This design comes from an exercise in tuning for small area on the open sky130 flow, not from production work. Only simulation tests tie the RTL to the original design; equivalence was not proved.

// mul_unit
module mul_unit (
    input wire clk,
    input wire A_flag,
    input wire U_flag,
    input wire LongMul,
    input wire [31:0] Rm_data,
    input wire [31:0] Rs_data,
    input wire [31:0] Rn_data,
    input wire [31:0] RdHi_data,
    input wire [31:0] RdLo_data,
    input wire [3:0] cpsr_flags,
    output wire [31:0] result_lo,
    output wire [31:0] result_hi,
    output wire [3:0] flags_out
);
wire [63:0] res_w;
wire c_w;
multiplier u_mul (
    .A_flag(A_flag),
    .U_flag(U_flag),
    .LongMul(LongMul),
    .Rm_data(Rm_data),
    .Rs_data(Rs_data),
    .Rn_data(Rn_data),
    .RdHi_data(RdHi_data),
    .RdLo_data(RdLo_data),
    .res(res_w),
    .prod32(c_w)
);
reg [63:0] res_q, res_qq;
reg c_q, c_qq, v_q, v_qq, l_q, l_qq;
always @(posedge clk) begin
    res_q <= res_w;
    c_q <= c_w;
    v_q <= cpsr_flags[0];
    l_q <= LongMul;
    res_qq <= res_q;
    c_qq <= c_q;
    v_qq <= v_q;
    l_qq <= l_q;
end
assign result_lo = res_qq[31:0];
assign result_hi = res_qq[63:32];
assign flags_out = {l_qq ? res_qq[63] : res_qq[31],
                    ~|res_qq[31:0] & (~l_qq | ~|res_qq[63:32]),
                    c_qq,
                    v_qq};
endmodule
For scale: roughly 2900 cells after synthesis, roughly 130 flip-flops, ~240 I/O pins, ~0.028 sq mm of cells after synthesis.
clock: 14.0 ns
lec_check: 0
abc_area: 1
cap_margin: 0
core_margin: 2
core_utilization: 40
slew_margin: 0
synth_hierarchical: 1
synth_minimum_keep_size: 0
standard.sh (not shown) runs the stock make flow with config.mk's settings and CLKGATE_MAP_FILE= SYNTH_SCRIPT=/design/flow/synth_recipe.tcl, a recipe that flattens the netlist after the stock synthesis.
==> flow/flow/run.sh <==
#!/bin/bash
set -euo pipefail
bash standard.sh "BUFFER_PORTS_ARGS=-buffer_cell sky130_fd_sc_hd__buf_1" "CTS_ARGS=-sink_clustering_enable -repair_clock_nets -dont_use_dummy_load -buf_list sky130_fd_sc_hd__clkbuf_8 -sink_clustering_size 30" finish > standard_flow.log 2>&1
Rerun with:
==> flow/flow/run.sh (replaced) <==
#!/bin/bash
set -euo pipefail
bash standard.sh "BUFFER_PORTS_ARGS=-buffer_cell sky130_fd_sc_hd__buf_1" "CTS_ARGS=-sink_clustering_enable -repair_clock_nets -dont_use_dummy_load -buf_list sky130_fd_sc_hd__clkbuf_8" finish > standard_flow.log 2>&1
- CAP_MARGIN: 0 -> 20
- GPL_TIMING_DRIVEN: default -> 0
- SLEW_MARGIN: 0 -> 20
=> The changed run passed the timing, design-rule and antenna checks. Final cell count climbs by 6.2%. Synthesized area is unchanged. Setup slack is worse by 1000 ps. Maximum frequency drops by 7.4%. First-iteration DRC count climbs by 25%. Design area climbs by 2.5%. Utilization climbs by 1.1 points. Die area stays the same. Routed wire length climbs by 22%.
Rerun with:
- GPL_TIMING_DRIVEN: 0 -> default
After rerunning: Core utilization came out lower by 1.0 points. Clock-buffer cell count is unchanged. Final cell count goes down by 5.9%. Critical path depth rises by 7. Routed wire length went down by 18%. Register-to-register slack improved by 30 ps. Die area stays the same. Non-clock buffer count drops by 237.

========
== oak ==
mul_unit, a different RTL version from the one above (not shown whole).
Size: ~2800 cells after synthesis, roughly 130 flip-flops, roughly 28000 um2 of cells after synthesis.
Design mul_unit, start of the top module:
module mul_unit (
    input wire clk,
    input wire A_flag,
    input wire U_flag,
    input wire LongMul,
    input wire [31:0] Rm_data,
    input wire [31:0] Rs_data,
    input wire [31:0] Rn_data,
    input wire [31:0] RdHi_data,
    input wire [31:0] RdLo_data,
    input wire [3:0] cpsr_flags,
    output wire [31:0] result_lo,
    output wire [31:0] result_hi,
    output wire [3:0] flags_out
);
wire [63:0] res_w;
wire c_w;
multiplier u_mul (
    .A_flag(A_flag),
    .U_flag(U_flag),
    .LongMul(LongMul),
    .Rm_data(Rm_data),
    .Rs_data(Rs_data),
    .Rn_data(Rn_data),
    .RdHi_data(RdHi_data),
    .RdLo_data(RdLo_data),
    .res(res_w),
    .prod32(c_w)
);
reg [63:0] res_q, res_qq;
reg c_q, c_qq, v_q, v_qq, l_q, l_qq;
always @(posedge clk) begin
    res_q <= res_w;
    c_q <= c_w;
    v_q <= cpsr_flags[0];
    l_q <= LongMul;
    res_qq <= res_q;
    c_qq <= c_q;
    v_qq <= v_q;
    l_qq <= l_q;
end
assign result_lo = res_qq[31:0];
assign result_hi = res_qq[63:32];
assign flags_out = {l_qq ? res_qq[63] : res_qq[31],
                    ~|res_qq[31:0] & (~l_qq | ~|res_qq[63:32]),
                    c_qq,
                    v_qq};
endmodule
export LEC_CHECK = 0
export ABC_AREA = 1
export CAP_MARGIN = 20
export CORE_MARGIN = 2
export CORE_UTILIZATION = 40
export PLACE_DENSITY = 0.45
export SLEW_MARGIN = 20
export SYNTH_HIERARCHICAL = 1
export SYNTH_MINIMUM_KEEP_SIZE = 0
create_clock -name core_clock -period 14.0 [get_ports {clk}]
==> flow/flow/run.sh <==
#!/bin/bash
set -euo pipefail
bash standard.sh "BUFFER_PORTS_ARGS=-buffer_cell sky130_fd_sc_hd__buf_1" "CTS_ARGS=-sink_clustering_enable -repair_clock_nets -dont_use_dummy_load -buf_list sky130_fd_sc_hd__clkbuf_8" finish > standard_flow.log 2>&1
oak | stages: all done | timing, DRC, antenna: all pass
Changes in pine relative to oak:
Settings: changing PLACE_DENSITY from 0.45 to 0.7.
Notes after the runs:
pine went all the way through the flow, and no timing, DRC or antenna check failed.
Going from oak to pine, the post-route minimum period was found to have gone down by 0.25 ns.
Fmax: pine higher than oak
Going from oak to pine, final-layout clock-cell area share barely changed; routed wire length went down 11%; later-pin clock latency in the skew report held steady.
oak leaves less setup margin than pine.
Changes observed in pine relative to oak: buffer and inverter count on the worst path now smaller, cell count now smaller.
For birch, these inputs were changed with respect to pine:
Settings: removing PLACE_DENSITY (formerly 0.7).
### Flow results
Taking pine as the reference point, the wire length after detailed routing of birch rises by 4.2 mm.
Between pine and birch, the data arrival time of the critical path is lower for birch.
The largest incremental delay on the critical path on birch is in line with that on pine.
From pine to birch the numbers moved as follows: headroom to the max-slew limit decreased by 2.8 points relative to the old numbers, post-placement setup slack rose by 0.054 ns.
Final weighted congestion of routability-driven global placement: pine and birch compared, lower one is birch
Between pine and birch, the flow reports global-route wire length before repair increasing by a few percent.
~same mux contribution to synthesized area in pine and birch
Looking at minimum setup slack in the final design, birch sits 0.039 ns higher than pine does.
birch has time the final worst path needs with I/O delays and setup below what pine had.

[port drivers added, routing unchanged]
How much do the figures lean on ideal ports? The routed layouts below were timed once more, with nothing changed but the port constraints. Step 1 sets driving cells, clkbuf_16 on the clock port and buf_2 on the other inputs (assumed; they add their load-dependent delay and slew). Step 2 moves the port delays by t, midway between the first and last clock arrival at a register: inputs arrive t later, outputs are due t later. That takes back most of the time a late clock gives input paths. Three values: ideal, step 1, step 2; two values: the first two.
| run | t, ns | slack for setup (ns) | clock arrival spread, ns | worst slew at a driven data input, ns | pins driven straight from the clock port |
|---|---|---|---|---|---|
| the first run of note 1 | 0.599 | 1.414 / 1.421 / 0.822 | 0.041 / 0.041 | 0.12 | 1 |
| the second run of note 1 | 0.607 | 0.413 / 0.444 / -0.164 | 0.031 / 0.031 | 0.11 | 1 |
| the third run of note 1 | 0.602 | 1.475 / 1.478 / 0.876 | 0.038 / 0.038 | 0.11 | 1 |
| oak | 0.565 | 1.153 / 1.174 / 0.609 | 0.053 / 0.053 | 0.09 | 1 |
| pine | 0.581 | 1.406 / 1.415 / 0.834 | 0.047 / 0.046 | 0.11 | 1 |
| birch | 0.589 | 1.445 / 1.449 / 0.860 | 0.039 / 0.038 | 0.09 | 1 |
Met with ideal ports but missed after step 2: setup timing in the second run of note 1. The setup slack of the third run of note 1, which loses most, moves by +0.003 ns with the drivers and by -0.599 ns with both steps.
